This is an optimization exercise on Yosys and OpenROAD, whose aim is small area, not a production implementation.
Function was checked by simulation only, so behaviour that the tests miss may differ from the original.
The flow treats the clock pin as an ideal source. Dropping or thinning the clock tree relies on that and would not hold on a real chip.

Setup of garnet:
Design top_module, start of the top module:
module top_module (input clk, input rst, input tx_start, output tx_pin, input rx_pin, output w_led_ale);
    localparam [20:0] LS_INV = 21'h0aaaaa;
    reg [20:0] lsq;
    reg led;
    wire [20:0] ls = lsq ^ LS_INV;
    wire ls_z = (ls[19:0] == 20'd0);
    always @(posedge clk)
        if (rst) begin
            lsq <= 21'd1 ^ LS_INV;
            led <= 1'b0;
        end else begin
            lsq <= {ls[19:0], ls[20] ^ ls[18] ^ ls_z} ^ LS_INV;
            if (ls_z & ~ls[20]) led <= ~led;
        end
    assign w_led_ale = led;
    localparam [7:0] T_INV = 8'h55;
    localparam [7:0] S_END = 8'd79, S_117 = 8'd243, S_232 = 8'd167, S_X = 8'd207;
    reg [3:0] h;
    reg [7:0] uq;
    wire [7:0] u = uq ^ T_INV;
    reg [7:0] rsh;
    wire r_idle = (h == 4'd15);
    wire u_end  = (u == S_END);
    always @(posedge clk)
        if (rst | r_idle | u_end)
            h <= (rst | (r_idle & rx_pin) | (h == 4'd9)) ? 4'd15 :
                 {h[3] ^ (h[2] & h[1] & h[0]), h[2] ^ (h[1] & h[0]), h[1] ^ h[0], ~h[0]};
    always @(posedge clk)
        if (rst | r_idle) uq <= S_117 ^ T_INV;
        else              uq <= T_INV ^ {u[6:0], u[7] ^ u[0] ^ u[4] ^ u[5] ^ u_end};
    always @(posedge clk)
        if (u_end && h != 9) rsh <= {rx_pin, rsh[7:1]};
    wire we = r_idle & (u[6] == 1'b0);
    reg [7:0] mem0, mem1, mem2, mem3;
    reg [1:0] i;
    always @(posedge clk) begin
        if (rst | (we && i == 2'b00)) mem0 <= rst ? 8'h61 : rsh;
        if (rst | (we && i == 2'b01)) mem1 <= rst ? 8'h62 : rsh;
        if (rst | (we && i == 2'b11)) mem2 <= rst ? 8'h63 : rsh;
        if (rst | (we && i == 2'b10)) mem3 <= rst ? 8'h64 : rsh;
    end
  ...
For scale: about 280 cells after synthesis, about 98 flip-flops, about 6 I/O pins.
==> module top_module, before the edit <==
module top_module (input clk, input rst, input tx_start, output tx_pin, input rx_pin, output w_led_ale);
    localparam [20:0] LS_INV = 21'h0aaaaa;
    reg [20:0] lsq;
    reg led;
    wire [20:0] ls = lsq ^ LS_INV;
    wire ls_z = (ls[19:0] == 20'd0);
    always @(posedge clk)
        if (rst) begin
            lsq <= 21'd1 ^ LS_INV;
            led <= 1'b0;
        end else begin
            lsq <= {ls[19:0], ls[20] ^ ls[18] ^ ls_z} ^ LS_INV;
            if (ls_z & ~ls[20]) led <= ~led;
        end
    assign w_led_ale = led;
    localparam [7:0] T_INV = 8'h55;
    localparam [7:0] S_END = 8'd79, S_117 = 8'd243, S_232 = 8'd167, S_X = 8'd207;
    reg [3:0] h;
    reg [7:0] uq;
    wire [7:0] u = uq ^ T_INV;
    reg [7:0] rsh;
    wire r_idle = (h == 4'd15);
    wire u_end  = (u == S_END);
    always @(posedge clk)
        if (rst | r_idle | u_end)
            h <= (rst | (r_idle & rx_pin) | (h == 4'd9)) ? 4'd15 :
                 {h[3] ^ (h[2] & h[1] & h[0]), h[2] ^ (h[1] & h[0]), h[1] ^ h[0], ~h[0]};
    always @(posedge clk)
        if (rst | r_idle) uq <= S_117 ^ T_INV;
        else              uq <= T_INV ^ {u[6:0], u[7] ^ u[0] ^ u[4] ^ u[5] ^ u_end};
    always @(posedge clk)
        if (u_end && h != 9) rsh <= {rx_pin, rsh[7:1]};
    wire we = r_idle & (u[6] == 1'b0);
    reg [7:0] mem0, mem1, mem2, mem3;
    reg [1:0] i;
    always @(posedge clk) begin
        if (rst | (we && i == 2'b00)) mem0 <= rst ? 8'h61 : rsh;
        if (rst | (we && i == 2'b01)) mem1 <= rst ? 8'h62 : rsh;
        if (rst | (we && i == 2'b11)) mem2 <= rst ? 8'h63 : rsh;
        if (rst | (we && i == 2'b10)) mem3 <= rst ? 8'h64 : rsh;
    end
    always @(posedge clk)
        if (rst) i <= 0;
        else if (we) i <= {i[0], ~i[1]};
    reg [3:0] b;
    reg [7:0] rq;
    wire [7:0] r = rq ^ T_INV;
    reg [7:0] c;
    reg [1:0] j;
    wire r_end = (r == S_END);
    wire load  = (b == 4'd9);
    reg [7:0] rd;
    always @(*)
        case (j)
        2'b00: rd = mem0;
        2'b01: rd = mem1;
        2'b11: rd = mem2;
        default: rd = mem3;
        endcase
    always @(posedge clk)
        if (rst) j <= 2'd1;
        else if (load) j <= {j[0], ~j[1]};
    always @(posedge clk)
        if (rst | load) c <= rst ? 8'h61 : rd;
    always @(posedge clk)
        if (rst) begin
            b <= 4'd10;
            rq <= S_END ^ T_INV;
        end else begin
            if (r_end | load) b <= {(b[3] & ~(b[1] & b[0])) | (b[2] & b[1] & b[0]), ~b[3] & (b[2] ^ (b[1] & b[0])), ~(b[3] & b[1] & b[0]) & (b[1] ^ b[0]), ~b[0]};
            if (r_end && b == 4'd8) rq <= S_232 ^ T_INV;
            else rq <= T_INV ^ {r[6:0], r[7] ^ r[0] ^ r[4] ^ r[5] ^ r_end};
        end
    assign tx_pin = b[3] ? ~(b[1] & b[0]) : c[b[2:0]];
endmodule
==> flow/config.mk <==
export PLATFORM = sky130hd
export DESIGN_NAME = top_module
export DESIGN_NICKNAME = top_module
export VERILOG_FILES = /design/flow/design.v
export SDC_FILE = /design/flow/constraint.sdc
export NUM_CORES = 4
export LEC_CHECK = 0
export CAP_MARGIN = 0
export CORE_MARGIN = 2
export CORE_UTILIZATION = 75
export GPL_TIMING_DRIVEN = 0
export PLACE_DENSITY = 0.85
export SLEW_MARGIN = 0
==> flow/constraint.sdc <==
create_clock -name core_clock -period 10.0 [get_ports {clk}]
set_input_delay 2.0000 -clock core_clock [delete_from_list [all_inputs] [get_ports {clk}]]
set_output_delay 2.0000 -clock core_clock [all_outputs]
set_load 0.01 [all_outputs]
standard.sh (not shown) runs the stock make flow with config.mk's settings and CLKGATE_MAP_FILE= SYNTH_SCRIPT=/design/flow/synth_recipe.tcl, a recipe that flattens the netlist after the stock synthesis.
==> flow/flow/run.sh <==
#!/bin/bash
# The standard ORFS layout (standard.sh) with three changes:
# - synthesis: flow/synth.tcl runs the standard synthesis script (synth_recipe.tcl)
#   but has ABC map the logic between the registers with flow/abc_area.script, an
#   area-oriented mapping; the registers are the standard synthesis's;
# - clock tree: flow/manual_cts.tcl replaces clock tree synthesis: the clock port drives
#   MCTS_NBUF clock buffers, each driving one cluster of nearby flip-flops;
# - port buffers are buf_1.
# Everything goes to standard_flow.log here; ORFS keeps each step's log under orfs/logs.
set -euo pipefail
export MCTS_NBUF=3
export MCTS_BUF=sky130_fd_sc_hd__clkbuf_16
export AREA_ABC_SCRIPT=$PWD/flow/abc_area.script
export FLOW_SYNTH_TCL=$PWD/synth_recipe.tcl
bash standard.sh "SYNTH_SCRIPT=$PWD/flow/synth.tcl" "PRE_CTS_TCL=$PWD/flow/manual_cts.tcl" \
  "BUFFER_PORTS_ARGS=-buffer_cell sky130_fd_sc_hd__buf_1" finish > standard_flow.log 2>&1
Other scripts of this flow, unchanged in this note and not shown: flow/flow/abc_area.script, flow/flow/manual_cts.tcl, flow/flow/synth.tcl
Input changes introduced in delta (baseline for comparison: garnet):
--- a/flow/design.v
+++ b/flow/design.v
@@ -13,24 +13,22 @@
             if (ls_z & ~ls[20]) led <= ~led;
         end
     assign w_led_ale = led;
-    localparam [7:0] T_INV = 8'h55;
-    localparam [7:0] S_END = 8'd79, S_117 = 8'd243, S_232 = 8'd167, S_X = 8'd207;
+    localparam [7:0] S_END = 8'd11, S_117 = 8'd49, S_232 = 8'd5, S_X = 8'd139;
     reg [3:0] h;
-    reg [7:0] uq;
-    wire [7:0] u = uq ^ T_INV;
+    reg [7:0] u;
     reg [7:0] rsh;
-    wire r_idle = (h == 4'd15);
+    wire r_idle = h[3] & h[1];
     wire u_end  = (u == S_END);
     always @(posedge clk)
         if (rst | r_idle | u_end)
-            h <= (rst | (r_idle & rx_pin) | (h == 4'd9)) ? 4'd15 :
-                 {h[3] ^ (h[2] & h[1] & h[0]), h[2] ^ (h[1] & h[0]), h[1] ^ h[0], ~h[0]};
+            h <= (rst | (r_idle & rx_pin)) ? 4'd11 : r_idle ? 4'd0 :
+                 {h[3] | (h[2] & h[1] & h[0]), h[2] ^ (h[1] & h[0]), h[1] ^ h[0], ~h[0]};
     always @(posedge clk)
-        if (rst | r_idle) uq <= S_117 ^ T_INV;
-        else              uq <= T_INV ^ {u[6:0], u[7] ^ u[0] ^ u[4] ^ u[5] ^ u_end};
+        if (r_idle) u <= S_117;
+        else        u <= {u[6:0], u[7] ^ u[0] ^ u[1] ^ u[6] ^ u_end};
     always @(posedge clk)
         if (u_end && h != 9) rsh <= {rx_pin, rsh[7:1]};
-    wire we = r_idle & (u[6] == 1'b0);
+    wire we = (h == 4'd10);
     reg [7:0] mem0, mem1, mem2, mem3;
     reg [1:0] i;
     always @(posedge clk) begin
@@ -43,8 +41,7 @@
         if (rst) i <= 0;
         else if (we) i <= {i[0], ~i[1]};
     reg [3:0] b;
-    reg [7:0] rq;
-    wire [7:0] r = rq ^ T_INV;
+    reg [7:0] r;
     reg [7:0] c;
     reg [1:0] j;
     wire r_end = (r == S_END);
@@ -65,11 +62,11 @@
     always @(posedge clk)
         if (rst) begin
             b <= 4'd10;
-            rq <= S_END ^ T_INV;
+            r <= S_END;
         end else begin
             if (r_end | load) b <= {(b[3] & ~(b[1] & b[0])) | (b[2] & b[1] & b[0]), ~b[3] & (b[2] ^ (b[1] & b[0])), ~(b[3] & b[1] & b[0]) & (b[1] ^ b[0]), ~b[0]};
-            if (r_end && b == 4'd8) rq <= S_232 ^ T_INV;
-            else rq <= T_INV ^ {r[6:0], r[7] ^ r[0] ^ r[4] ^ r[5] ^ r_end};
+            if (r_end && b == 4'd8) r <= S_232;
+            else r <= {r[6:0], r[7] ^ r[0] ^ r[1] ^ r[6] ^ r_end};
         end
     assign tx_pin = b[3] ? ~(b[1] & b[0]) : c[b[2:0]];
 endmodule
==> comparison <==
- Between delta and garnet, the difference in initial antenna violation count is negligible.
- Compared with garnet, delta instantiates a smaller number of cells.
- delta vs. garnet: number of cells on the worst reg-to-reg path went down by 3.
- Between delta and garnet, it is delta whose xor/xnor cell area share of the yosys netlist is higher, by 0.50 points.
- Between garnet and delta, the detailed-route wire length figures differ only marginally.
- Higher maximum achievable frequency goes to garnet over delta.
In every run of this note, the design's own scripts or RTL, not TritonCTS, make the clock network.

==> port drivers added, routing unchanged <==
The flow's constraints put no driver on any port. The routed layouts listed below were extracted and timed again, unchanged, in two steps. Step 1 sets driving cells, clkbuf_16 on the clock port and buf_2 on the other inputs (assumed; they add their load-dependent delay and slew). Step 2 adds t to the input delays and takes it off the output delays; t is the mean of the earliest and latest rising clock arrival at the registers after step 1. Input paths then give back, and output paths get back, about the clock's delay inside the block. a / b / c = ideal / step 1 / step 2; a / b = the first two.
run	shift t [ns]	setup WS [ns]	worst setup path after step 2	worst slew at a driven data input, ns
garnet	0.218	5.753 / 5.782 / 5.564	input to register	0.03
delta	0.225	5.464 / 5.500 / 5.275	input to register	0.03
After both steps setup and hold are still met in every run listed.
